Context: an optimization exercise on an open-source flow, tuned for small area. The choices shown serve that exercise and are no tape-out recipe. In this exercise RTL edits were held to simulation tests only and were not proved equivalent to the original. Power and IR drop assume default switching activity.

## design/flow/design.v

```verilog
module ip_tile_daniel_garcia #(
parameter REG_WIDTH = 32,
parameter CSR_IN_WIDTH = 16,
parameter CSR_OUT_WIDTH = 16)
(
input wire clk,
input wire arst_n,
input wire [CSR_IN_WIDTH-1:0] csr_in,
input wire  [REG_WIDTH - 1:0] data_reg_a,
input wire  [REG_WIDTH - 1:0] data_reg_b,
output wire [REG_WIDTH - 1:0] data_reg_c,
output wire [CSR_OUT_WIDTH-1:0] csr_out,
output wire csr_in_re,
output wire csr_out_we
);
  assign csr_out = csr_in;
  assign csr_in_re = 1'b0;
  assign csr_out_we = 1'b0;
  wire en = csr_in[15];
  wire op = csr_in[4];
  wire        sa = data_reg_a[31];
  wire        sb = data_reg_b[31];
  wire [7:0]  ea = data_reg_a[30:23];
  wire [7:0]  eb = data_reg_b[30:23];
  wire [22:0] fa = data_reg_a[22:0];
  wire [22:0] fb = data_reg_b[22:0];
  wire a_ff = &ea, b_ff = &eb;
  wire a_nz = |fa, b_nz = |fb;
  wire a_zero = ~|ea & ~a_nz, b_zero = ~|eb & ~b_nz;
  wire a_nan = a_ff & a_nz, b_nan = b_ff & b_nz;
  wire sbo    = sb ^ op;
  wire effsub = sa ^ sbo;
  wire [8:0] d   = {1'b0, ea} - {1'b0, eb};
  wire       elt = d[8];                        
  wire [4:0] dn  = ~d[4:0] + 5'd1;              
  wire [4:0] ad  = elt ? dn : d[4:0];
  wire       big = elt ? ~(&d[7:5] & |d[4:0]) : |d[7:5];
  wire force_nan = a_nan | b_nan | (a_ff & b_ff & effsub);
  wire kill = a_ff | b_ff | a_zero | b_zero | big;
  wire selb = elt | a_zero;
  wire        s0_s  = force_nan ? 1'b0 : (a_zero & b_zero) ? (sa & sb) : (selb ? sbo : sa);
  wire [7:0]  s0_e  = force_nan ? 8'hFF : (selb ? eb : ea);
  wire [22:0] s0_lf = force_nan ? 23'h400000 : (selb ? fb : fa);
  wire [22:0] s0_sf = selb ? fa : fb;
  wire [4:0]  s0_sh = kill ? 5'd31 : ad;
  wire        s0_z  = sa & sb;
  reg         r1_s, r1_sub, r1_z;
  reg  [7:0]  r1_e;
  reg  [22:0] r1_lf, r1_sf;
  reg  [4:0]  r1_sh;
  always @(posedge clk) begin
    r1_s   <= s0_s;
    r1_e   <= s0_e;
    r1_lf  <= s0_lf;
    r1_sf  <= s0_sf;
    r1_sh  <= s0_sh;
    r1_sub <= effsub;
    r1_z   <= s0_z;
  end
  wire [26:0] lm  = {1'b1, r1_lf, 3'b000};
  wire [26:0] sm  = {1'b1, r1_sf, 3'b000} >> r1_sh;
  wire [27:0] sum = {1'b0, lm} + {1'b0, sm ^ {27{r1_sub}}} + {27'd0, r1_sub};
  reg         r2_s, r2_c, r2_n, r2_z;
  reg  [7:0]  r2_e;
  reg  [26:0] r2_r;
  always @(posedge clk) begin
    r2_s <= r1_s;
    r2_e <= r1_e;
    r2_c <= sum[27] & ~r1_sub;                  
    r2_n <= ~sum[27] & r1_sub;                  
    r2_r <= sum[26:0];
    r2_z <= r1_z;
  end
  wire        zero  = ~|r2_r & ~r2_c;           
  wire [22:0] mant1 = r2_c ? r2_r[26:4] : (r2_r[25:3] ^ {23{r2_n}});
  wire [2:0]  grs   = r2_c ? r2_r[3:1]  : r2_r[2:0];
  wire        inc   = r2_n | (grs[2] & (grs[1] | grs[0] | mant1[0]));
  wire [22:0] mant  = mant1 + {22'd0, inc};
  wire        fbit  = r2_c | (r2_r[26] & ~r2_n);
  reg         r3_s, r3_c;
  reg  [7:0]  r3_e;
  reg  [23:0] r3_m;
  always @(posedge clk) begin
    r3_s <= zero ? r2_z : (r2_s ^ r2_n);
    r3_e <= zero ? 8'd0 : r2_e;
    r3_c <= r2_c;
    r3_m <= {fbit, mant};
  end
  wire [23:0] n0 = r3_m;
  wire z4 = ~|n0[23:8];
  wire [23:0] n1 = z4 ? {n0[7:0], 16'd0} : n0;
  wire z3 = ~|n1[23:16];
  wire [23:0] n2 = z3 ? {n1[15:0], 8'd0} : n1;
  wire z2 = ~|n2[23:20];
  wire [23:0] n3 = z2 ? {n2[19:0], 4'd0} : n2;
  wire z1 = ~|n3[23:22];
  wire [23:0] n4 = z1 ? {n3[21:0], 2'd0} : n3;
  wire z0 = ~n4[23];
  wire [23:0] n5 = z0 ? {n4[22:0], 1'd0} : n4;
  wire nz = n5[23];
  wire [4:0] z = {z4, z3, z2, z1, z0} & {5{nz}};
  wire [7:0] ex = r3_e + (r3_c ? 8'd0 : ~{3'd0, z}) + 8'd1;
  reg  [31:0] r4;
  always @(posedge clk)
    r4 <= {r3_s, ex, n5[22:0]};
  reg  [31:0] r5;
  always @(posedge clk)
    r5 <= r4;
  reg  [4:0]  en_r;
  reg  [31:0] c_r;
  always @(posedge clk or negedge arst_n)
    if (!arst_n)
      en_r <= 5'd0;
    else
      en_r <= {en_r[3:0], en};
  always @(posedge clk or negedge arst_n)
    if (!arst_n)
      c_r <= 32'd0;
    else if (en_r[4])
      c_r <= r5;
  assign data_reg_c = c_r;
endmodule
```

## design/flow/run.sh

```bash
#!/bin/bash
# synth_recipe.tcl (not shown) runs the flow's synth.tcl, then flattens the netlist and writes it again
# the make line also repeats each setting of config.mk as NAME=value (left out here)
make -C /OpenROAD-flow-scripts/flow DESIGN_CONFIG=/design/flow/config.mk WORK_HOME=/design/flow/orfs CLKGATE_MAP_FILE= SYNTH_SCRIPT=/design/flow/synth_recipe.tcl finish
```

## design/flow/config.mk

```make
export PLATFORM = sky130hd
export DESIGN_NAME = ip_tile_daniel_garcia
export DESIGN_NICKNAME = ip_tile_daniel_garcia
export VERILOG_FILES = /design/flow/design.v
export SDC_FILE = /design/flow/constraint.sdc
export NUM_CORES = 4
export LEC_CHECK = 0
export CAP_MARGIN = 20
export CORE_MARGIN = 2
export CORE_UTILIZATION = 40
export CTS_BUF_LIST = sky130_fd_sc_hd__clkbuf_4
export SLEW_MARGIN = 20
```

## design/flow/constraint.sdc

```tcl
create_clock -name core_clock -period 5.0 [get_ports {clk}]
set_input_delay 1.0000 -clock core_clock [delete_from_list [all_inputs] [get_ports {clk}]]
set_output_delay 1.0000 -clock core_clock [all_outputs]
set_load 0.01 [all_outputs]
```

==> results of run 1 <==
-- per-stage QoR --
step / cells / total power [W] / hold WS, ps / setup slack, ps
2_1_floorplan: 1411 / 0.005375 / 309.6 / 456.4
3_3_place_gp: 1846 / 0.006391 / 310.2 / 693.1
3_5_place_dp: 1846 / 0.006430 / 312.1 / 584.7
4_1_cts: 1945 / 0.007911 / 310.9 / 696.1
5_1_grt: 1947 / 0.008418 / 307.5 / 334.7
6_report: 1947 / 0.007811 / 311.1 / 635.1
-- layer usage --
metal	part of all wire	vias up	wire length [µm]	track usage
li1	-	5146	-	-
met1	0.43	4554	12830	0.2132
met2	0.49	255	14740	0.3168
met3	0.041	78	1229	0.02782
met4	0.039	0	1166	0.08419
met5	0	-	0	0
-- cell usage after synthesis, types with 7 or more instances --
library cell    n  area share
a31oi_1        12      0.0060
a21oi_1       108       0.043
mux2i_1        64       0.051
nand2_1       223       0.067
nor2_1         93       0.028
buf_1          20      0.0060
a211o_1        12      0.0084
o21bai_1       10      0.0060
and2_1          7      0.0035
o21ai_0        63       0.025
xor2_1         41       0.029
nor4_1         21       0.011
inv_1          33      0.0099
clkbuf_1       48       0.014
dfrtp_1        37       0.074
ha_1           44       0.044
buf_4          18       0.011
o22ai_1        10      0.0050
nor3_1         10      0.0040
dfxtp_1       199        0.32
a21o_1         22       0.013
nand3_1        17      0.0068
nand4_1        15      0.0075
mux4_2          8       0.014
nor2b_1        18      0.0090
nand2b_1       14      0.0070
and3_1         10      0.0050
a211oi_1       20       0.012
mux2_2         47       0.042
xnor2_1        69       0.048
-- cell families after synthesis --
family,count (synthesis),synth area share
AO/OA/AOI/OAI,312,0.1611
XOR/XNOR,110,0.07712
adder cells (fa/ha/maj),46,0.04727
buffers and inverters,129,0.04537
flip-flops,236,0.3930
multiplexers,121,0.1111
other,1,0.0003002
AND/OR/NAND/NOR,455,0.1647
-- final timing paths --
| check | end | slack [ps] | cells after the start |
|---|---|---|---|
| min in group asynchronous | c_r[20] | 400 | 1 |
| hold / removal | r5[9] | 310 | 0 |
| max in group asynchronous | c_r[1] | 4020 | 1 |
| hold reg to reg | r5[9] | 310 | 0 |
| setup / recovery | r2_r[23] | 640 | 19 |
| setup reg to reg | r2_r[23] | 640 | 19 |
-- worst max-delay path, delay by kind of cell, from the launching register on --
kind            cells  cell delay [ps]
simple gates        3              520
xor+xnor            2              320
compound gates     10             1640
fa+ha+maj           1              220
flops               1              540
mux                 2              710
buf+inv             1              280
-- state kept, by name (all words and copies together) (netlist names), 23 cells and up --
signal / cells
r2_r: 27
r4: 32
c_r: 32
r1_lf: 23
r5: 32
r1_sf: 23
r3_m: 24
-- layout make-up --
class	instances	area (µm²)	share of cell area
Antenna cell	2	5.005	0.0003451
Timing Repair Buffer	132	1239	0.08540
Clock buffer	77	578.1	0.03986
Tap cell	396	495.5	0.03416
Inverter	36	135.1	0.009317
Multi-Input combinational cell	1046	7038	0.4852
Sequential cell	236	4912	0.3387
Clock inverter	22	101.3	0.006988
-- power by group through the flow --
| stage | Sequential (W) | Combinational [W] | Clock, W |
|---|---|---|---|
| CTS | 0.00319 | 0.00321 | 0.00151 |
| global route | 0.00328 | 0.00354 | 0.00160 |
| global placement | 0.00323 | 0.00316 | 0 |
| finish | 0.00319 | 0.00319 | 0.00143 |
| floorplan | 0.00302 | 0.00236 | 0 |
| detailed placement | 0.00323 | 0.00320 | 0 |
==> flow_metrics.tcl, run 1 <==
set metrics [dict create \
    status "complete, no violations" \
    sequentialPowerShare 0.409 \
    clk_path_buf_depth 3 \
    syn_area_mm2 0.01249 \
    hp-class "flop to flop" \
    clkTransAtPathRegs_ps 70 \
    rsz0062_at_grt "no" \
    die_height_um 180.7 \
    finClkSkew_ps 46.21 \
    cts_tree "done" \
    gp_congestion 0.9103 \
    wl_per_cell_um 15.39 \
    fillers 3004 \
    ant_nets 0 \
    post_cts_buffers 0 \
    hold_viol 0 \
    async_flop_share 0.1568 \
    final_common_cell "nand2_1" \
    postSynthCellCount 1410 \
    p_clk_frac 0.183 \
    portBuffers 101 \
    yosys_warnings 1 \
    p_leak_nw 6.174 \
    cts_made_buffers 58 \
    slowest_delay_ps 540 \
    ir_drop_v 0.0001961 \
    synth_edf_count 0 \
    power_frac_comb 0.408 \
    ys_ff_latch 236 \
    crit_path_end_kind "flop" \
    ys.flop_type "dfxtp_1" \
    die_width_um 180.7 \
    detail_route.wirelength_mm 29.97 \
    ctsRootBufferMaster "clkbuf_4" \
    maxSlewViolCount 0 \
    final_util 0.4729 \
    cp_cell_sequence "buf_4 -> mux2_2 -> nor2_1 -> a21oi_1 -> mux2i_1 -> nand2_1 -> o21ai_0 -> o22ai_1 -> xor2_1 -> ha_1 -> a21o_1 -> a21o_1 -> a21oi_1 -> o21ai_0 -> a31o_2 -> a31oi_1 -> nor2b_1 -> o21ai_0 -> xor2_1" \
    first_global_vias 9775 \
    via_per_inst 5.153 \
    arrival_ps 4900 \
    initialDrtViolationCount 646 \
    timing.final.crit_share 0.8730 \
    power_switching_share 0.3723 \
    worst_slew_pin_slew_ps 910.6 \
    cp.required_ps 5540 \
    synth_cell_types 74 \
    setup_viol 0 \
    first_pass_iters 5 \
    io_pins 132 \
    path_max_fanout 12 \
    hold_path.startpoint "r4[9]" \
    grt_max_degree 61 \
    area_growth_pct 16.09 \
    drive_gt1_frac 0.1311 \
    crit-reg2reg-launch "r1_sh[0]" \
    antenna_found_initial 1 \
    p_per_area_mw_per_mm2 538.6 \
    internal_power_w 0.004903 \
    max_cap_viol_count 0 \
    cp_common_cell "o21ai_0" \
    fmax_mhz 229.1 \
    holdBufCountCts 0 \
    crit_start "r1_sh[0]" \
    tns_ps 0 \
    fp.dieArea_mm2 0.03266 \
    critPathKind "flop to flop" \
    final_area_mm2 0.01450 \
    fp.coreArea_mm2 0.03067 \
    slowest_stage "dfxtp_1" \
    min_period_ps 4365 \
    cts_resized 0 \
    initial_core_util 0.4074 \
    cts.sinks 236 \
    slew_headroom 0.3883 \
    syn_area_per_cell_um2 8.860 \
    crit_path_start_kind "flop" \
    grt_use_total 0.1795 \
    htreeDepth 2 \
    switching_power_w 0.002908 \
    layout_common_cells "nand2_1 (223), dfxtp_1 (197), a21oi_1 (107), clkdlybuf4s50_1 (100), nor2_1 (91)" \
    vias 10030 \
    drc 0 \
    placed_area_mm2 0.01382 \
    hpwl_mm 23.15 \
    grt_overflow_total 0 \
    nets 1638 \
    rows 64 \
    grt_pass1_wl_mm 48.59 \
    clock_latency_ps 700 \
    seq_area_frac_synth 0.3930 \
]
==> inputs of run 2 (changes only) <==
--- a/design/flow/config.mk
+++ b/design/flow/config.mk
@@ -9,4 +9,3 @@
 export CORE_MARGIN = 2
 export CORE_UTILIZATION = 40
-export CTS_BUF_LIST = sky130_fd_sc_hd__clkbuf_4
 export SLEW_MARGIN = 20
==> flow_metrics.tcl, run 2 <==
set metrics [dict create \
    arrival_ps 4740 \
    synth.most_common_cell "nand2_1" \
    ant_nets 0 \
    drc 0 \
    reg_top3 "c_r: 32 flops, r4: 32 flops, r5: 32 flops" \
    grt_overflow_total 0 \
    status "complete, no violations" \
    cp.required_ps 5410 \
    seq_area_frac_synth 0.3930 \
    async_flop_share 0.1568 \
    post_cts_buffers 0 \
    holdBufCountCts 0 \
    cts.sinks 236 \
    syn_area_per_cell_um2 8.860 \
    diodes 0 \
    cts_made_buffers 26 \
    synth_top_area_cell "dfxtp_1" \
    tns_ps 0 \
    hold_viol 0 \
    hp-class "flop to flop" \
    die_height_um 180.7 \
    gp_congestion 0.9103 \
    via_per_inst 5.188 \
    fillers 2931 \
    critPathKind "flop to flop" \
    synth_cell_types 74 \
    wl_per_cell_um 15.75 \
    final_common_cell "nand2_1" \
    finClkSkew_ps 10.73 \
    first_global_vias 9432 \
    clk_path_buf_depth 3 \
    die_width_um 180.7 \
    layout_common_cells "nand2_1 (223), dfxtp_1 (197), a21oi_1 (107), clkdlybuf4s50_1 (100), nor2_1 (91)" \
    cts_tree "done" \
    worst_slew_pin_slew_ps 911.6 \
    cp_cell_sequence "buf_4 -> mux2_2 -> o21ai_0 -> mux2i_1 -> nand2_1 -> o21ai_0 -> xor2_1 -> ha_1 -> a21o_1 -> a21o_1 -> a21oi_1 -> o21ai_0 -> a31o_2 -> a31oi_1 -> nor2b_1 -> o21ai_0 -> xor2_1" \
    detail_route.wirelength_mm 29.82 \
    htreeDepth 1 \
    fmax_mhz 230.9 \
    path_delay_family "compound AO/OA/AOI/OAI gates" \
    timing.final.crit_share 0.8662 \
    area_growth_pct 18.61 \
    grt_use_total 0.1774 \
    yosys_warnings 1 \
    ir_drop_v 0.0002605 \
    ctsRootBufferMaster "clkbuf_16" \
    critPathBufInv 1 \
    power_w 0.008534 \
    rsz0062_at_grt "no" \
    io_pins 132 \
    first_pass_iters 5 \
    p_leak_nw 6.264 \
    nets 1606 \
    postSynthCellCount 1410 \
    path_max_fanout 14 \
    rows 64 \
    synthTopCellsByArea "dfxtp_1 (32%), dfrtp_1 (7.4%), nand2_1 (6.7%)" \
    portBuffers 101 \
    synth_edf_count 0 \
    min_period_ps 4331 \
    max_cap_viol_count 0 \
    hpwl_mm 23.15 \
    initialDrtViolationCount 601 \
    cts_resized 0 \
    ys_ff_latch 236 \
    syn_area_mm2 0.01249 \
    slew_headroom 0.3876 \
    cp_common_cell "o21ai_0" \
    crit_path_end_kind "flop" \
    fp.coreArea_mm2 0.03067 \
    slowest_stage "dfxtp_1" \
    initial_core_util 0.4074 \
    vias 9826 \
    yosysTopAreaCellShare 0.3189 \
    clkTransAtPathRegs_ps 60 \
    antenna_found_initial 0 \
    slowest_delay_ps 530 \
    crit_path_start_kind "flop" \
    grt_pass1_wl_mm 48.18 \
    ys.flop_type "dfxtp_1" \
    clock_latency_ps 540 \
    setup_viol 0 \
    grt_max_degree 61 \
    fp.dieArea_mm2 0.03266 \
    p_per_area_mw_per_mm2 575.9 \
    synth_commonest_cells "nand2_1 (223), dfxtp_1 (199), a21oi_1 (108), nor2_1 (93), xnor2_1 (69)" \
    drive_gt1_frac 0.1108 \
    maxSlewViolCount 0 \
]
[run 2: cell counts after synthesis]
Identical to the previous run, type by type.
[run 2: worst paths after layout]
check                      startpoint       end  slack, ps  cells past startpoint
hold reg to reg                 r4[9]     r5[9]        320                      0
setup / recovery             r1_sh[0]  r2_r[23]        670                     17
max in group asynchronous      arst_n   c_r[12]       3900                      1
setup reg to reg             r1_sh[0]  r2_r[23]        670                     17
min in group asynchronous      arst_n   en_r[4]        560                      1
hold / removal                  r4[9]     r5[9]        320                      0
[run 2: layout make-up]
| cell class | instances | area, µm² | share of cell area |
|---|---|---|---|
| Tap cell | 396 | 495.5 | 0.03344 |
| Timing Repair Buffer | 132 | 1239 | 0.08359 |
| Clock buffer | 26 | 650.6 | 0.04391 |
| Clock inverter | 22 | 347.8 | 0.02347 |
| Sequential cell | 236 | 4912 | 0.3315 |
| Multi-Input combinational cell | 1046 | 7038 | 0.4750 |
| Inverter | 36 | 135.1 | 0.009119 |
[run 2: per-layer routing]
metal / vias up / track usage / wire length [µm]
met1: 4474 / 0.2182 / 13120
met2: 228 / 0.3116 / 14410
met4: 0 / 0.07645 / 1287
met3: 72 / 0.02157 / 1007
met5: - / 0 / 0
li1: 5052 / - / -
[run 2: kinds of logic after synthesis]
family	share of synthesized area
AOI/OAI and AO/OA	0.1611
buffers and inverters	0.04537
DFF	0.3930
xor gates and xnor gates	0.07712
and+or+nand+nor	0.1647
muxes	0.1111
adders and majority gates	0.04727
other	0.0003002
[run 2: through the flow]
stage          hold WS (ps)  setup slack [ps]  cell area [µm²]  utilization  instances
2_1_floorplan         309.6             456.4            12500            -       1411
3_3_place_gp          310.2             693.1            13820       0.4506       1846
3_5_place_dp          312.1             584.7            13820       0.4506       1846
4_1_cts               322.1             697.7            14820       0.4832       1894
5_1_grt               325.2             353.6            14820       0.4832       1894
6_report              321.8             669.0            14820       0.4832       1894
[run 2: report_power, final]
part	leakage (nW)	switching (W)	internal [W]
Clock	0.490	0.000812	0.00134
Sequential	2.12	0.000564	0.00263
Combinational	3.66	0.00163	0.00156

[port drivers added, routing unchanged]
How much do the figures lean on ideal ports? The routed layouts below were timed once more, with nothing changed but the port constraints.
Step 1: set_driving_cell puts a clkbuf_16 on clk and a buf_2 on each other input, an assumption about the parent block.
Step 2 also shifts input and output timing later by t, the mid clock arrival at the registers, as if the neighbouring blocks saw the same clock.
Three values: ideal ports, drivers, drivers and shift; two values: the first two.
| run | shift t [ns] | slack for setup (ns) | clock arrival spread, ns | slew at the worst register clock pin (ns) |
|---|---|---|---|---|
| run 1 | 0.720 | 0.635 / 0.635 / 0.545 | 0.057 / 0.057 | 0.07 / 0.07 |
| run 2 | 0.581 | 0.669 / 0.669 / 0.566 | 0.013 / 0.013 | 0.07 / 0.07 |
After both steps every run listed still meets setup and hold. The setup slack of run 2, which loses most, moves by 0.000 ns with the drivers and by -0.103 ns with both steps.
